What follows belongs to an exercise in optimizing a design on an open flow for small area; a production flow would make more cautious choices. The RTL was checked by simulation tests, not by an equivalence proof against the original design.

## flow/design.v (module list and top-level ports; edited modules follow where they fit)
// module reset_synch: 15 lines
// module UART_tx: 78 lines
// module UART_rcv: 87 lines
// module UART: 12 lines
// module UART_wrapper: 56 lines
// module cmd_proc: 99 lines
// module maze_solve: 75 lines
// module navigate: 110 lines
// module SPI_mnrch: 99 lines
// module inertial_integrator: 118 lines
// module inert_intf: 108 lines
// module IR_math: 33 lines
// module I_term: 24 lines
// module D_term: 28 lines
// module P_term: 10 lines
// module PID: 36 lines
// module DutyScaleROM: 76 lines
// module PWM12: 30 lines
// module PWM8: 6 lines
// module MtrDrv: 23 lines
// module A2D_intf: 62 lines
// module sensor_intf: 259 lines
// module piezo_drv: 166 lines
// module MazeRunner: 110 lines
// module rc_add: 15 lines
// module rc_inc: 12 lines
// module rc_ge: 12 lines
module MazeRunner(
  input clk, RST_n,						 
  output INRT_SS_n,INRT_SCLK,INRT_MOSI,	 
  input INRT_MISO,						 
  input INRT_INT,						 
  output A2D_SS_n,A2D_SCLK,A2D_MOSI,	 
  input A2D_MISO,						 
  output lftPWM1,lftPWM2,				 
  output rghtPWM1,rghtPWM2,				 
  input RX,								 
  input hall_n,							 
  output TX,							 
  output piezo,piezo_n,					 
  output IR_lft_en,						 
  output IR_cntr_en,					 
  output IR_rght_en,					 
  output [7:0] LED
);
  // ...
==> flow/run.sh <==
#!/bin/bash
# synth_recipe.tcl (not shown) runs the flow's synth.tcl, then flattens the netlist and writes it again
# the make line also repeats each setting of config.mk as NAME=value (left out here)
make -C /OpenROAD-flow-scripts/flow DESIGN_CONFIG=/design/flow/config.mk WORK_HOME=/design/flow/orfs CLKGATE_MAP_FILE= SYNTH_SCRIPT=/design/flow/synth_recipe.tcl finish
==> flow/config.mk <==
export PLATFORM = sky130hd
export DESIGN_NAME = MazeRunner
export DESIGN_NICKNAME = MazeRunner
export VERILOG_FILES = /design/flow/design.v
export SDC_FILE = /design/flow/constraint.sdc
export NUM_CORES = 4
export LEC_CHECK = 0
export CAP_MARGIN = 20
export CORE_MARGIN = 2
export CORE_UTILIZATION = 40
export PLACE_DENSITY = 0.6
export SLEW_MARGIN = 20
==> flow/constraint.sdc <==
create_clock -name core_clock -period 27.0 [get_ports {clk}]
set_input_delay 5.4000 -clock core_clock [delete_from_list [all_inputs] [get_ports {clk}]]
set_output_delay 5.4000 -clock core_clock [all_outputs]
set_load 0.01 [all_outputs]
==> flow_results.xml, run 1 <==
<?xml version="1.0" encoding="UTF-8"?>
<metrics>
  <group name="status">
    <metric name="status" unit="">complete, no violations</metric>
  </group>
  <group name="worst_setup_path">
    <metric name="slowest_delay" unit="ns">0.53</metric>
    <metric name="timing.critical_path.buf_inv" unit="">13</metric>
    <metric name="cp-start-kind" unit="">register</metric>
    <metric name="worst_reg2reg_endpoint" unit="">iMTR.rghtPWM.PWM2</metric>
  </group>
  <group name="sta">
    <metric name="achievable-frequency" unit="GHz">0.0401</metric>
    <metric name="timing.final.max_slew_violations" unit="">0</metric>
    <metric name="setup_viols_final" unit="">0</metric>
    <metric name="slew_hr" unit="">0.284</metric>
    <metric name="timing_hold_violations_final" unit="">0</metric>
  </group>
  <group name="layout">
    <metric name="number_of_antenna_repair_diodes" unit="">0</metric>
    <metric name="layout.comb_gates.multi_input" unit="">3346</metric>
    <metric name="fin_cells" unit="">6114</metric>
    <metric name="layout-drive-gt1-share" unit="">0.0767</metric>
    <metric name="fillers" unit="">10761</metric>
    <metric name="seqAreaFraction" unit="">0.269</metric>
    <metric name="area.growth.synth_to_final" unit="%">8.43</metric>
  </group>
  <group name="global_route">
    <metric name="grt_pass1_wl" unit="mm">162</metric>
    <metric name="groute.usage.overall" unit="">0.175</metric>
  </group>
  <group name="clocking">
    <metric name="ctsLongestPathBuffers" unit="">3</metric>
    <metric name="worst_setup_hold_path_clk_slew" unit="ns">0.07</metric>
    <metric name="clock_tree_from_tritoncts" unit="">yes</metric>
  </group>
  <group name="logic_synthesis">
    <metric name="netlist-cell-type-count" unit="">103</metric>
    <metric name="yosys_warnings" unit="">18</metric>
    <metric name="postSynthRegisterBits" unit="">516</metric>
    <metric name="postSynth.asyncResetShare" unit="">0.661</metric>
    <metric name="synthTopCellsByCount" unit="">sky130_fd_sc_hd__inv_1 (594), sky130_fd_sc_hd__nand2_1 (497), sky130_fd_sc_hd__ha_1 (448), sky130_fd_sc_hd__fa_1 (397), sky130_fd_sc_hd__dfrtp_1 (329)</metric>
    <metric name="seq_area_frac_synth" unit="">0.292</metric>
    <metric name="ys.flop_type" unit="">sky130_fd_sc_hd__dfrtp_1</metric>
  </group>
  <group name="route">
    <metric name="viasPerCell" unit="">5.08</metric>
    <metric name="via_count_of_the_routed_design" unit="">31050</metric>
    <metric name="detailedRoute.firstPassIterationCount" unit="">7</metric>
  </group>
  <group name="floorplan">
    <metric name="n_tap_cell" unit="">1488</metric>
    <metric name="dieWidth" unit="um">337</metric>
  </group>
  <group name="place">
    <metric name="detailed_place.area" unit="mm^2">0.0461</metric>
  </group>
</metrics>
==> module PWM12, before the edit <==
module PWM12(clk,rst_n,cnt,duty,PWM1,PWM2);
input clk, rst_n;
input [11:0] cnt;			 
input [11:0] duty;
output reg PWM1, PWM2;
localparam NONOVERLAP = 12'h02C;
logic S1,S2,R1,R2;
logic [11:0] duty_no;
assign duty_no = duty + NONOVERLAP;		 
assign S1 = (cnt >= NONOVERLAP);
assign S2 = (cnt >= duty_no);
assign R1 = (cnt >= duty);
assign R2 = &cnt;
always_ff @(posedge clk, negedge rst_n) begin
if(!rst_n)
PWM1 <= 1'b0;
else if(R1)
PWM1 <= 1'b0;
else if(S1)
PWM1 <= 1'b1;
end
always_ff @(posedge clk, negedge rst_n) begin
if(!rst_n)
PWM2 <= 1'b0;
else if(R2)
PWM2 <= 1'b0;
else if(S2)
PWM2 <= 1'b1;
end
endmodule
==> module MtrDrv, before the edit <==
module MtrDrv(lft_spd, vbatt, rght_spd, clk, rst_n, cnt, lftPWM1, lftPWM2, rghtPWM1, rghtPWM2);
input logic [11:0] vbatt;
input logic signed [11:0] lft_spd, rght_spd;
input logic clk, rst_n;
input logic [11:0] cnt;				 
output logic lftPWM1, lftPWM2, rghtPWM1, rghtPWM2;
logic signed [9:0] dscale;			 
DutyScaleROM ROM(.clk(clk),.batt_level(vbatt[9:4]),.dscale(dscale));
logic signed [21:0] lft_pd, rght_pd;
assign lft_pd = lft_spd * dscale;
assign rght_pd = rght_spd * dscale;
logic signed [12:0]  lft_div, rght_div;
assign lft_div = {lft_spd[11],lft_spd} + {{2{lft_pd[21]}},lft_pd[21:11]};
assign rght_div = {rght_spd[11],rght_spd} + {{2{rght_pd[21]}},rght_pd[21:11]};
logic [11:0] lft_scaled, rght_scaled;
logic [11:0] lft_duty , rght_duty;
assign lft_scaled = (!lft_div[12] && lft_div[11]) ? 12'h7FF : lft_div[11:0];
assign rght_scaled = (!rght_div[12] && rght_div[11]) ? 12'h7FF : rght_div[11:0];
assign lft_duty = lft_scaled + 12'h800;
assign rght_duty = 12'h800 - rght_scaled;
PWM12 lftPWM(.clk(clk),.rst_n(rst_n),.cnt(cnt),.duty(lft_duty),.PWM1(lftPWM1),.PWM2(lftPWM2));
PWM12 rghtPWM(.clk(clk),.rst_n(rst_n),.cnt(cnt),.duty(rght_duty),.PWM1(rghtPWM1),.PWM2(rghtPWM2));
endmodule
==> run 2: changes to the inputs <==
--- a/flow/design.v
+++ b/flow/design.v
@@ -1062,18 +1062,14 @@
     endcase
   end
 endmodule
-module PWM12(clk,rst_n,cnt,duty,PWM1,PWM2);
+module PWM12(clk,rst_n,cnt,S1,R1,S2,PWM1,PWM2);
 input clk, rst_n;
 input [11:0] cnt;			 
-input [11:0] duty;
+input S1;					 
+input R1;					 
+input S2;					 
 output reg PWM1, PWM2;
-localparam NONOVERLAP = 12'h02C;
-logic S1,S2,R1,R2;
-logic [11:0] duty_no;
-assign duty_no = duty + NONOVERLAP;		 
-assign S1 = (cnt >= NONOVERLAP);
-assign S2 = (cnt >= duty_no);
-assign R1 = (cnt >= duty);
+logic R2;
 assign R2 = &cnt;
 always_ff @(posedge clk, negedge rst_n) begin
 if(!rst_n)
@@ -1106,20 +1102,189 @@
 output logic lftPWM1, lftPWM2, rghtPWM1, rghtPWM2;
 logic signed [9:0] dscale;			 
 DutyScaleROM ROM(.clk(clk),.batt_level(vbatt[9:4]),.dscale(dscale));
-logic signed [21:0] lft_pd, rght_pd;
-assign lft_pd = lft_spd * dscale;
-assign rght_pd = rght_spd * dscale;
-logic signed [12:0]  lft_div, rght_div;
-assign lft_div = {lft_spd[11],lft_spd} + {{2{lft_pd[21]}},lft_pd[21:11]};
-assign rght_div = {rght_spd[11],rght_spd} + {{2{rght_pd[21]}},rght_pd[21:11]};
-logic [11:0] lft_scaled, rght_scaled;
-logic [11:0] lft_duty , rght_duty;
-assign lft_scaled = (!lft_div[12] && lft_div[11]) ? 12'h7FF : lft_div[11:0];
-assign rght_scaled = (!rght_div[12] && rght_div[11]) ? 12'h7FF : rght_div[11:0];
-assign lft_duty = lft_scaled + 12'h800;
-assign rght_duty = 12'h800 - rght_scaled;
-PWM12 lftPWM(.clk(clk),.rst_n(rst_n),.cnt(cnt),.duty(lft_duty),.PWM1(lftPWM1),.PWM2(lftPWM2));
-PWM12 rghtPWM(.clk(clk),.rst_n(rst_n),.cnt(cnt),.duty(rght_duty),.PWM1(rghtPWM1),.PWM2(rghtPWM2));
+logic [12:0]  lft_div, rght_div;
+spd_scale iLMUL(.spd(lft_spd), .d(dscale), .div(lft_div));
+spd_scale iRMUL(.spd(rght_spd), .d(dscale), .div(rght_div));
+logic [11:0] lft_x, rght_x;
+assign lft_x = (!lft_div[12] && lft_div[11]) ? 12'hFFF : {~lft_div[11],lft_div[10:0]};
+assign rght_x = (!rght_div[12] && rght_div[11]) ? 12'hFFF : {~rght_div[11],rght_div[10:0]};
+logic [11:0] cm;
+rc_add #(12) iCM(.a(cnt), .b(12'hFD4), .ci(1'b0), .s(cm), .co());
+logic S1;
+assign S1 = (cnt >= 12'h02C);
+logic lR1, lG, lW, lS2;
+rc_ge #(12) iLR1(.a(cnt), .b(lft_x), .ge(lR1));
+rc_ge #(12) iLG(.a(cm), .b(lft_x), .ge(lG));
+assign lW = (lft_x >= 12'hFD4);
+assign lS2 = lW ? (S1 | lG) : (S1 & lG);
+logic rz, rR1c, rGc, rR1, rG, rW, rS2;
+assign rz = ~|rght_x;
+rc_add #(12) iRR1(.a(cnt), .b(rght_x), .ci(1'b0), .s(), .co(rR1c));
+rc_add #(12) iRG(.a(cm), .b(rght_x), .ci(1'b0), .s(), .co(rGc));
+assign rR1 = rz | rR1c;
+assign rG = rz | rGc;
+assign rW = ~rz & (rght_x <= 12'd44);
+assign rS2 = rW ? (S1 | rG) : (S1 & rG);
+PWM12 lftPWM(.clk(clk),.rst_n(rst_n),.cnt(cnt),.S1(S1),.R1(lR1),.S2(lS2),.PWM1(lftPWM1),.PWM2(lftPWM2));
+PWM12 rghtPWM(.clk(clk),.rst_n(rst_n),.cnt(cnt),.S1(S1),.R1(rR1),.S2(rS2),.PWM1(rghtPWM1),.PWM2(rghtPWM2));
+endmodule
+module spd_scale(input [11:0] spd, input [9:0] d, output [12:0] div);
+  wire [10:0] dd = {d, 1'b0};
+  wire one0 = dd[1] ^ dd[0];
+  wire two0 = (dd[2] & ~dd[1] & ~dd[0]) | (~dd[2] & dd[1] & dd[0]);
+  wire neg0 = dd[2];
+  wire [12:0] m0 = one0 ? {spd[11],spd} : two0 ? {spd,1'b0} : 13'd0;
+  wire [12:0] pp0 = m0 ^ {13{neg0}};
+  wire one1 = dd[3] ^ dd[2];
+  wire two1 = (dd[4] & ~dd[3] & ~dd[2]) | (~dd[4] & dd[3] & dd[2]);
+  wire neg1 = dd[4];
+  wire [12:0] m1 = one1 ? {spd[11],spd} : two1 ? {spd,1'b0} : 13'd0;
+  wire [12:0] pp1 = m1 ^ {13{neg1}};
+  wire one2 = dd[5] ^ dd[4];
+  wire two2 = (dd[6] & ~dd[5] & ~dd[4]) | (~dd[6] & dd[5] & dd[4]);
+  wire neg2 = dd[6];
+  wire [12:0] m2 = one2 ? {spd[11],spd} : two2 ? {spd,1'b0} : 13'd0;
+  wire [12:0] pp2 = m2 ^ {13{neg2}};
+  wire one3 = dd[7] ^ dd[6];
+  wire two3 = (dd[8] & ~dd[7] & ~dd[6]) | (~dd[8] & dd[7] & dd[6]);
+  wire neg3 = dd[8];
+  wire [12:0] m3 = one3 ? {spd[11],spd} : two3 ? {spd,1'b0} : 13'd0;
+  wire [12:0] pp3 = m3 ^ {13{neg3}};
+  wire one4 = dd[9] ^ dd[8];
+  wire two4 = (dd[10] & ~dd[9] & ~dd[8]) | (~dd[10] & dd[9] & dd[8]);
+  wire neg4 = dd[10];
+  wire [12:0] m4 = one4 ? {spd[11],spd} : two4 ? {spd,1'b0} : 13'd0;
+  wire [12:0] pp4 = m4 ^ {13{neg4}};
+  wire hs0 = ~pp0[12] ^ pp1[10];
+  wire hc0 = ~pp0[12] & pp1[10];
+  wire hs1 = pp1[11] ^ pp2[9];
+  wire hc1 = pp1[11] & pp2[9];
+  wire hs2 = pp0[6] ^ pp1[4];
+  wire hc2 = pp0[6] & pp1[4];
+  wire hs3 = pp0[7] ^ pp1[5];
+  wire hc3 = pp0[7] & pp1[5];
+  wire fs4 = pp0[8] ^ pp1[6] ^ pp2[4];
+  wire fc4 = (pp0[8] & pp1[6]) | (pp0[8] & pp2[4]) | (pp1[6] & pp2[4]);
+  wire hs5 = pp3[2] ^ pp4[0];
+  wire hc5 = pp3[2] & pp4[0];
+  wire fs6 = pp0[9] ^ pp1[7] ^ pp2[5];
+  wire fc6 = (pp0[9] & pp1[7]) | (pp0[9] & pp2[5]) | (pp1[7] & pp2[5]);
+  wire hs7 = pp3[3] ^ pp4[1];
+  wire hc7 = pp3[3] & pp4[1];
+  wire fs8 = pp0[10] ^ pp1[8] ^ pp2[6];
+  wire fc8 = (pp0[10] & pp1[8]) | (pp0[10] & pp2[6]) | (pp1[8] & pp2[6]);
+  wire hs9 = pp3[4] ^ pp4[2];
+  wire hc9 = pp3[4] & pp4[2];
+  wire fs10 = pp0[11] ^ pp1[9] ^ pp2[7];
+  wire fc10 = (pp0[11] & pp1[9]) | (pp0[11] & pp2[7]) | (pp1[9] & pp2[7]);
+  wire fs11 = pp3[5] ^ pp4[3] ^ spd[0];
+  wire fc11 = (pp3[5] & pp4[3]) | (pp3[5] & spd[0]) | (pp4[3] & spd[0]);
+  wire fs12 = pp2[8] ^ pp3[6] ^ pp4[4];
+  wire fc12 = (pp2[8] & pp3[6]) | (pp2[8] & pp4[4]) | (pp3[6] & pp4[4]);
+  wire fs13 = spd[1] ^ 1'b1 ^ hs0;
+  wire fc13 = (spd[1] & 1'b1) | (spd[1] & hs0) | (1'b1 & hs0);
+  wire fs14 = pp3[7] ^ pp4[5] ^ spd[2];
+  wire fc14 = (pp3[7] & pp4[5]) | (pp3[7] & spd[2]) | (pp4[5] & spd[2]);
+  wire fs15 = 1'b1 ^ hs1 ^ hc0;
+  wire fc15 = (1'b1 & hs1) | (1'b1 & hc0) | (hs1 & hc0);
+  wire fs16 = ~pp1[12] ^ pp2[10] ^ pp3[8];
+  wire fc16 = (~pp1[12] & pp2[10]) | (~pp1[12] & pp3[8]) | (pp2[10] & pp3[8]);
+  wire fs17 = pp4[6] ^ spd[3] ^ hc1;
+  wire fc17 = (pp4[6] & spd[3]) | (pp4[6] & hc1) | (spd[3] & hc1);
+  wire fs18 = pp2[11] ^ pp3[9] ^ pp4[7];
+  wire fc18 = (pp2[11] & pp3[9]) | (pp2[11] & pp4[7]) | (pp3[9] & pp4[7]);
+  wire hs19 = spd[4] ^ 1'b1;
+  wire hc19 = spd[4] & 1'b1;
+  wire fs20 = ~pp2[12] ^ pp3[10] ^ pp4[8];
+  wire fc20 = (~pp2[12] & pp3[10]) | (~pp2[12] & pp4[8]) | (pp3[10] & pp4[8]);
+  wire hs21 = pp3[11] ^ pp4[9];
+  wire hc21 = pp3[11] & pp4[9];
+  wire hs22 = pp0[4] ^ pp1[2];
+  wire hc22 = pp0[4] & pp1[2];
+  wire hs23 = pp0[5] ^ pp1[3];
+  wire hc23 = pp0[5] & pp1[3];
+  wire fs24 = pp2[2] ^ pp3[0] ^ neg3;
+  wire fc24 = (pp2[2] & pp3[0]) | (pp2[2] & neg3) | (pp3[0] & neg3);
+  wire fs25 = pp2[3] ^ pp3[1] ^ hs3;
+  wire fc25 = (pp2[3] & pp3[1]) | (pp2[3] & hs3) | (pp3[1] & hs3);
+  wire fs26 = neg4 ^ fs4 ^ hs5;
+  wire fc26 = (neg4 & fs4) | (neg4 & hs5) | (fs4 & hs5);
+  wire fs27 = fs6 ^ hs7 ^ fc4;
+  wire fc27 = (fs6 & hs7) | (fs6 & fc4) | (hs7 & fc4);
+  wire fs28 = fs8 ^ hs9 ^ fc6;
+  wire fc28 = (fs8 & hs9) | (fs8 & fc6) | (hs9 & fc6);
+  wire fs29 = fs10 ^ fs11 ^ fc8;
+  wire fc29 = (fs10 & fs11) | (fs10 & fc8) | (fs11 & fc8);
+  wire fs30 = fs12 ^ fs13 ^ fc10;
+  wire fc30 = (fs12 & fs13) | (fs12 & fc10) | (fs13 & fc10);
+  wire fs31 = fs14 ^ fs15 ^ fc12;
+  wire fc31 = (fs14 & fs15) | (fs14 & fc12) | (fs15 & fc12);
+  wire fs32 = fs16 ^ fs17 ^ fc14;
+  wire fc32 = (fs16 & fs17) | (fs16 & fc14) | (fs17 & fc14);
+  wire fs33 = fs18 ^ hs19 ^ fc16;
+  wire fc33 = (fs18 & hs19) | (fs18 & fc16) | (hs19 & fc16);
+  wire fs34 = spd[5] ^ fs20 ^ fc18;
+  wire fc34 = (spd[5] & fs20) | (spd[5] & fc18) | (fs20 & fc18);
+  wire fs35 = spd[6] ^ 1'b1 ^ hs21;
+  wire fc35 = (spd[6] & 1'b1) | (spd[6] & hs21) | (1'b1 & hs21);
+  wire fs36 = ~pp3[12] ^ pp4[10] ^ spd[7];
+  wire fc36 = (~pp3[12] & pp4[10]) | (~pp3[12] & spd[7]) | (pp4[10] & spd[7]);
+  wire hs37 = pp4[11] ^ spd[8];
+  wire hc37 = pp4[11] & spd[8];
+  wire hs38 = pp0[2] ^ pp1[0];
+  wire hc38 = pp0[2] & pp1[0];
+  wire hs39 = pp0[3] ^ pp1[1];
+  wire hc39 = pp0[3] & pp1[1];
+  wire fs40 = pp2[0] ^ neg2 ^ hs22;
+  wire fc40 = (pp2[0] & neg2) | (pp2[0] & hs22) | (neg2 & hs22);
+  wire fs41 = pp2[1] ^ hs23 ^ hc22;
+  wire fc41 = (pp2[1] & hs23) | (pp2[1] & hc22) | (hs23 & hc22);
+  wire fs42 = hs2 ^ fs24 ^ hc23;
+  wire fc42 = (hs2 & fs24) | (hs2 & hc23) | (fs24 & hc23);
+  wire fs43 = hc2 ^ fs25 ^ fc24;
+  wire fc43 = (hc2 & fs25) | (hc2 & fc24) | (fs25 & fc24);
+  wire fs44 = hc3 ^ fs26 ^ fc25;
+  wire fc44 = (hc3 & fs26) | (hc3 & fc25) | (fs26 & fc25);
+  wire fs45 = hc5 ^ fs27 ^ fc26;
+  wire fc45 = (hc5 & fs27) | (hc5 & fc26) | (fs27 & fc26);
+  wire fs46 = hc7 ^ fs28 ^ fc27;
+  wire fc46 = (hc7 & fs28) | (hc7 & fc27) | (fs28 & fc27);
+  wire fs47 = hc9 ^ fs29 ^ fc28;
+  wire fc47 = (hc9 & fs29) | (hc9 & fc28) | (fs29 & fc28);
+  wire fs48 = fc11 ^ fs30 ^ fc29;
+  wire fc48 = (fc11 & fs30) | (fc11 & fc29) | (fs30 & fc29);
+  wire fs49 = fc13 ^ fs31 ^ fc30;
+  wire fc49 = (fc13 & fs31) | (fc13 & fc30) | (fs31 & fc30);
+  wire fs50 = fc15 ^ fs32 ^ fc31;
+  wire fc50 = (fc15 & fs32) | (fc15 & fc31) | (fs32 & fc31);
+  wire fs51 = fc17 ^ fs33 ^ fc32;
+  wire fc51 = (fc17 & fs33) | (fc17 & fc32) | (fs33 & fc32);
+  wire fs52 = hc19 ^ fs34 ^ fc33;
+  wire fc52 = (hc19 & fs34) | (hc19 & fc33) | (fs34 & fc33);
+  wire fs53 = fc20 ^ fs35 ^ fc34;
+  wire fc53 = (fc20 & fs35) | (fc20 & fc34) | (fs35 & fc34);
+  wire fs54 = hc21 ^ fs36 ^ fc35;
+  wire fc54 = (hc21 & fs36) | (hc21 & fc35) | (fs36 & fc35);
+  wire fs55 = 1'b1 ^ hs37 ^ fc36;
+  wire fc55 = (1'b1 & hs37) | (1'b1 & fc36) | (hs37 & fc36);
+  wire fs56 = ~pp4[12] ^ spd[9] ^ hc37;
+  wire fc56 = (~pp4[12] & spd[9]) | (~pp4[12] & hc37) | (spd[9] & hc37);
+  wire hs57 = spd[10] ^ 1'b1;
+  wire hc57 = spd[10] & 1'b1;
+  wire [11:0] lc;
+  assign lc[0] = 1'b0;
+  assign lc[1] = (pp0[0] & neg0) | (lc[0] & (pp0[0] | neg0));
+  assign lc[2] = (pp0[1] & 1'b0) | (lc[1] & (pp0[1] | 1'b0));
+  assign lc[3] = (neg1 & hs38) | (lc[2] & (neg1 | hs38));
+  assign lc[4] = (hs39 & hc38) | (lc[3] & (hs39 | hc38));
+  assign lc[5] = (fs40 & hc39) | (lc[4] & (fs40 | hc39));
+  assign lc[6] = (fs41 & fc40) | (lc[5] & (fs41 | fc40));
+  assign lc[7] = (fs42 & fc41) | (lc[6] & (fs42 | fc41));
+  assign lc[8] = (fs43 & fc42) | (lc[7] & (fs43 | fc42));
+  assign lc[9] = (fs44 & fc43) | (lc[8] & (fs44 | fc43));
+  assign lc[10] = (fs45 & fc44) | (lc[9] & (fs45 | fc44));
+  assign lc[11] = (fs46 & fc45) | (lc[10] & (fs46 | fc45));
+  assign div = {1'b1, ~spd[11], hs57, fs56, fs55, fs54, fs53, fs52, fs51, fs50, fs49, fs48, fs47} + {1'b0, hc57, fc56, fc55, fc54, fc53, fc52, fc51, fc50, fc49, fc48, fc47, fc46} + {12'd0, lc[11]};
 endmodule
 module A2D_intf(clk,rst_n,strt_cnv,cnv_cmplt,chnnl,res,SS_n,SCLK,MOSI,MISO);
   input clk,rst_n;			 
==> run 2 against run 1 <==
  * Worst hold slack better by 0.0097 ns
  * Global-route usage increased by 1.8 points
  * Routed wire length increased by 5.8%
  * Utilization is 0.31 points higher
==> flow_results.xml, run 2 <==
<?xml version="1.0" encoding="UTF-8"?>
<metrics>
  <group name="logic_synthesis">
    <metric name="post-synth-top-count-cell" unit="">sky130_fd_sc_hd__inv_1</metric>
    <metric name="yosysTopAreaCellShare" unit="">0.196</metric>
    <metric name="ys.flop_type" unit="">sky130_fd_sc_hd__dfrtp_1</metric>
    <metric name="synthTopCellsByCount" unit="">sky130_fd_sc_hd__inv_1 (497), sky130_fd_sc_hd__nand2_1 (398), sky130_fd_sc_hd__ha_1 (359), sky130_fd_sc_hd__dfrtp_1 (329), sky130_fd_sc_hd__nor2_1 (320)</metric>
    <metric name="synthCells" unit="">4566</metric>
    <metric name="yosys_warnings" unit="">18</metric>
    <metric name="yosys-top-cells-area" unit="">sky130_fd_sc_hd__dfrtp_1 (20%), sky130_fd_sc_hd__fa_1 (13%), sky130_fd_sc_hd__ha_1 (11%)</metric>
    <metric name="mappedNetlistArea" unit="mm^2">0.0421</metric>
    <metric name="number_of_enable_type_register_cells_in_the_synthesized_netlist" unit="">86</metric>
    <metric name="postSynthRegisterBits" unit="">516</metric>
    <metric name="seq_area_frac_synth" unit="">0.307</metric>
    <metric name="postSynth.asyncResetShare" unit="">0.661</metric>
    <metric name="post_synth.cell_area_avg" unit="um^2">9.21</metric>
    <metric name="synthDominantAreaCellType" unit="">sky130_fd_sc_hd__dfrtp_1</metric>
    <metric name="netlist-cell-type-count" unit="">106</metric>
  </group>
  <group name="worst_setup_path">
    <metric name="slowest_delay" unit="ns">0.69</metric>
    <metric name="path_max_fanout" unit="">28</metric>
    <metric name="r2r_slack" unit="ns">2.85</metric>
    <metric name="endpoint_kind" unit="">register</metric>
    <metric name="worst_ep_arrival_time" unit="ns">24.74</metric>
    <metric name="timing.setup.critical_path_class" unit="">reg2reg</metric>
    <metric name="path_delay_family" unit="">compound AO/OA/AOI/OAI gates</metric>
    <metric name="worst_ep_required_time" unit="ns">27.59</metric>
    <metric name="critical_path.slowest_cell" unit="">sky130_fd_sc_hd__a2111oi_0</metric>
    <metric name="worst_reg2reg_endpoint" unit="">iMTR.lftPWM.PWM1</metric>
    <metric name="timing.critical_path.buf_inv" unit="">8</metric>
    <metric name="ff2ff_path_depth" unit="">95</metric>
    <metric name="crit-reg2reg-launch" unit="">iIR.lft_IR[9]</metric>
    <metric name="cp-start-kind" unit="">register</metric>
  </group>
  <group name="global_route">
    <metric name="grt_start_max_net_pins" unit="">154</metric>
    <metric name="groute.usage.overall" unit="">0.193</metric>
    <metric name="grt.overflow.total" unit="">0</metric>
    <metric name="grt_pass1_wl" unit="mm">170</metric>
    <metric name="number_of_antenna_violations_at_the_first_check_in_global_routing" unit="">0</metric>
    <metric name="vias_in_the_first_global_route" unit="">31710</metric>
  </group>
  <group name="layout">
    <metric name="area.growth.synth_to_final" unit="%">8.43</metric>
    <metric name="largest_register_ff_count" unit="">25</metric>
    <metric name="fin_cells" unit="">5896</metric>
    <metric name="fillers" unit="">10193</metric>
    <metric name="number_of_antenna_repair_diodes" unit="">0</metric>
    <metric name="most_used_cells_in_the_layout_excluding_fill_and_tap_cells" unit="">sky130_fd_sc_hd__inv_1 (497), sky130_fd_sc_hd__nand2_1 (398), sky130_fd_sc_hd__ha_1 (359), sky130_fd_sc_hd__dfrtp_1 (329), sky130_fd_sc_hd__nor2_1 (316)</metric>
    <metric name="layout_commonest_cell" unit="">sky130_fd_sc_hd__inv_1</metric>
    <metric name="top_regs" unit="">iNEMO.iINT.yaw_int: 25 flops, ICHRG.dur_hi: 20 flops, iNEMO.iINT.yaw_off: 17 flops</metric>
    <metric name="layout-drive-gt1-share" unit="">0.0866</metric>
    <metric name="final_net_count" unit="">5095</metric>
    <metric name="regMostFlops" unit="">iNEMO.iINT.yaw_int</metric>
  </group>
  <group name="floorplan">
    <metric name="fp.dieH" unit="um">328</metric>
    <metric name="io_pins" unit="">31</metric>
    <metric name="dieArea" unit="mm^2">0.108</metric>
    <metric name="dieWidth" unit="um">328</metric>
    <metric name="core-area" unit="mm^2">0.104</metric>
    <metric name="initial_utilization" unit="">0.405</metric>
    <metric name="placementRows" unit="">118</metric>
  </group>
  <group name="worst_hold_path">
    <metric name="worstHoldStart" unit="">iRST.ff1</metric>
    <metric name="hold_path_end" unit="">iRST.rst_n</metric>
    <metric name="worst_hold_check_path_type" unit="">reg2reg</metric>
    <metric name="worst_hold_path.num_cells" unit="">0</metric>
  </group>
  <group name="sta">
    <metric name="layout_min_cycle_time" unit="ns">24.15</metric>
    <metric name="setup_viols_final" unit="">0</metric>
    <metric name="timing_worst_slew_pin_value" unit="ns">1.01</metric>
    <metric name="achievable-frequency" unit="GHz">0.0414</metric>
    <metric name="timing.clock.skew" unit="ns">0.0553</metric>
    <metric name="rsz_0062_raised_after_global_routing" unit="">false</metric>
    <metric name="slew_hr" unit="">0.327</metric>
    <metric name="postLayoutSetupSlackWorst" unit="ns">2.85</metric>
    <metric name="fin_crit_sh" unit="">0.895</metric>
    <metric name="timing.final.max_slew_violations" unit="">0</metric>
    <metric name="sum_of_negative_setup_slack" unit="ns">0</metric>
    <metric name="timing_hold_violations_final" unit="">0</metric>
  </group>
  <group name="status">
    <metric name="status" unit="">complete, no violations</metric>
  </group>
  <group name="clocking">
    <metric name="ctsLongestPathBuffers" unit="">3</metric>
    <metric name="worst_setup_hold_path_clk_slew" unit="ns">0.06</metric>
    <metric name="cts.repair_timing.setup_buffer_count" unit="">0</metric>
    <metric name="cts-buffers-inserted" unit="">61</metric>
    <metric name="ctsHoldBuffers" unit="">0</metric>
    <metric name="cts_max_level" unit="">2</metric>
    <metric name="cts.root.buffer_cell" unit="">sky130_fd_sc_hd__clkbuf_16</metric>
    <metric name="clock_tree_from_tritoncts" unit="">yes</metric>
    <metric name="clkSinkCount" unit="">516</metric>
    <metric name="clk-insertion-delay-late" unit="ns">0.68</metric>
    <metric name="ctsResizeCount" unit="">0</metric>
  </group>
  <group name="place">
    <metric name="numPlacedInstances" unit="">5780</metric>
    <metric name="place.gp.congestion" unit="">0.904</metric>
    <metric name="dp_hpwl" unit="mm">74.6</metric>
    <metric name="dpl_worst_slack" unit="ns">3.11</metric>
    <metric name="io_buffers" unit="">23</metric>
  </group>
  <group name="route">
    <metric name="via_count_of_the_routed_design" unit="">32192</metric>
    <metric name="viasPerCell" unit="">5.46</metric>
    <metric name="antenna_left" unit="">0</metric>
    <metric name="route.detailed.drc" unit="">0</metric>
    <metric name="finalWirelength" unit="mm">103</metric>
    <metric name="detailedRoute.firstPassIterationCount" unit="">7</metric>
    <metric name="route.detailed.wl_per_inst" unit="um">17.5</metric>
    <metric name="drt_iter0_markers" unit="">2555</metric>
  </group>
  <group name="run">
    <metric name="max_cap_violations" unit="">0</metric>
  </group>
</metrics>
## run 2: cell count changes after synthesis, moves of 28 or more
| cell | delta |
|---|---|
| sky130_fd_sc_hd__and2_1 | -55 |
| sky130_fd_sc_hd__clkbuf_1 | +63 |
| sky130_fd_sc_hd__xnor2_1 | -44 |
| sky130_fd_sc_hd__fa_1 | -132 |
| sky130_fd_sc_hd__ha_1 | -89 |
| sky130_fd_sc_hd__o22ai_1 | +54 |
| sky130_fd_sc_hd__inv_1 | -97 |
| sky130_fd_sc_hd__o221ai_1 | +31 |
| sky130_fd_sc_hd__a221oi_1 | +38 |
| sky130_fd_sc_hd__nor2_1 | +28 |
| sky130_fd_sc_hd__nand2_1 | -99 |
| sky130_fd_sc_hd__a22oi_1 | +32 |
| sky130_fd_sc_hd__a21oi_1 | +61 |
| sky130_fd_sc_hd__o21ai_0 | +36 |
## run 2: layer usage
metal,routed length [um],track usage,vias up
met5,0,0,-
met4,2970,0.0560,0
met3,5510,0.0272,218
met2,46800,0.308,836
met1,47800,0.271,15511
li1,-,-,15627
## run 2: how the worst max path moves through the flow
stage	from	end	slack, ns	depth (start not counted)
floorplan	iRST.rst_n	ICHRG.state[0]	3.22	0
global placement	iIR.lft_IR[9]	iMTR.lftPWM.PWM1	3.68	95
detailed placement	iIR.lft_IR[9]	iMTR.lftPWM.PWM1	3.11	95
CTS	iIR.lft_IR[9]	iMTR.lftPWM.PWM1	3.02	95
global route	iIR.lft_IR[9]	iMTR.lftPWM.PWM1	0.57	95
finish	iIR.lft_IR[9]	iMTR.lftPWM.PWM1	2.85	95
## run 2: cell type report
class,count,area [um^2],area share
Clock buffer,88,1750,0.0384
Clock inverter,27,317,0.00694
Tap cell,1380,1730,0.0379
Multi-Input combinational cell,3298,26300,0.577
Inverter,511,1920,0.0421
Sequential cell,516,12900,0.283
Timing Repair Buffer,76,661,0.0145
## run 2: logic make-up after synthesis
kind of cell / count (synthesis) / synth area share
adders and majority gates: 643 / 0.237
muxes: 191 / 0.0499
buffers and inverters: 758 / 0.0696
DFF: 516 / 0.307
other: 2 / 0.000179
AOI/OAI and AO/OA: 1159 / 0.179
and+or+nand+nor: 1179 / 0.132
xor gates and xnor gates: 118 / 0.0247
## run 2: per-stage QoR
step / utilization / area (um^2) / hold WS (ns)
finish: 0.439 / 45600 / 0.305
global route: 0.439 / 45600 / 0.314
CTS: 0.438 / 45600 / 0.307
detailed placement: 0.419 / 43500 / 0.307
global placement: 0.418 / 43500 / 0.294
floorplan: - / 42100 / 0.292
## run 2: worst reg2reg max path, delay by kind of cell (launching register included)
family | cells | cell delay [ns]
adder cells (fa/ha/maj) | 21 | 7.70
AND/OR/NAND/NOR | 28 | 4.99
AO/OA/AOI/OAI | 32 | 8.09
multiplexers | 1 | 0.26
XOR/XNOR | 5 | 1.38
buffers and inverters | 8 | 1.19
flip-flops | 1 | 0.47
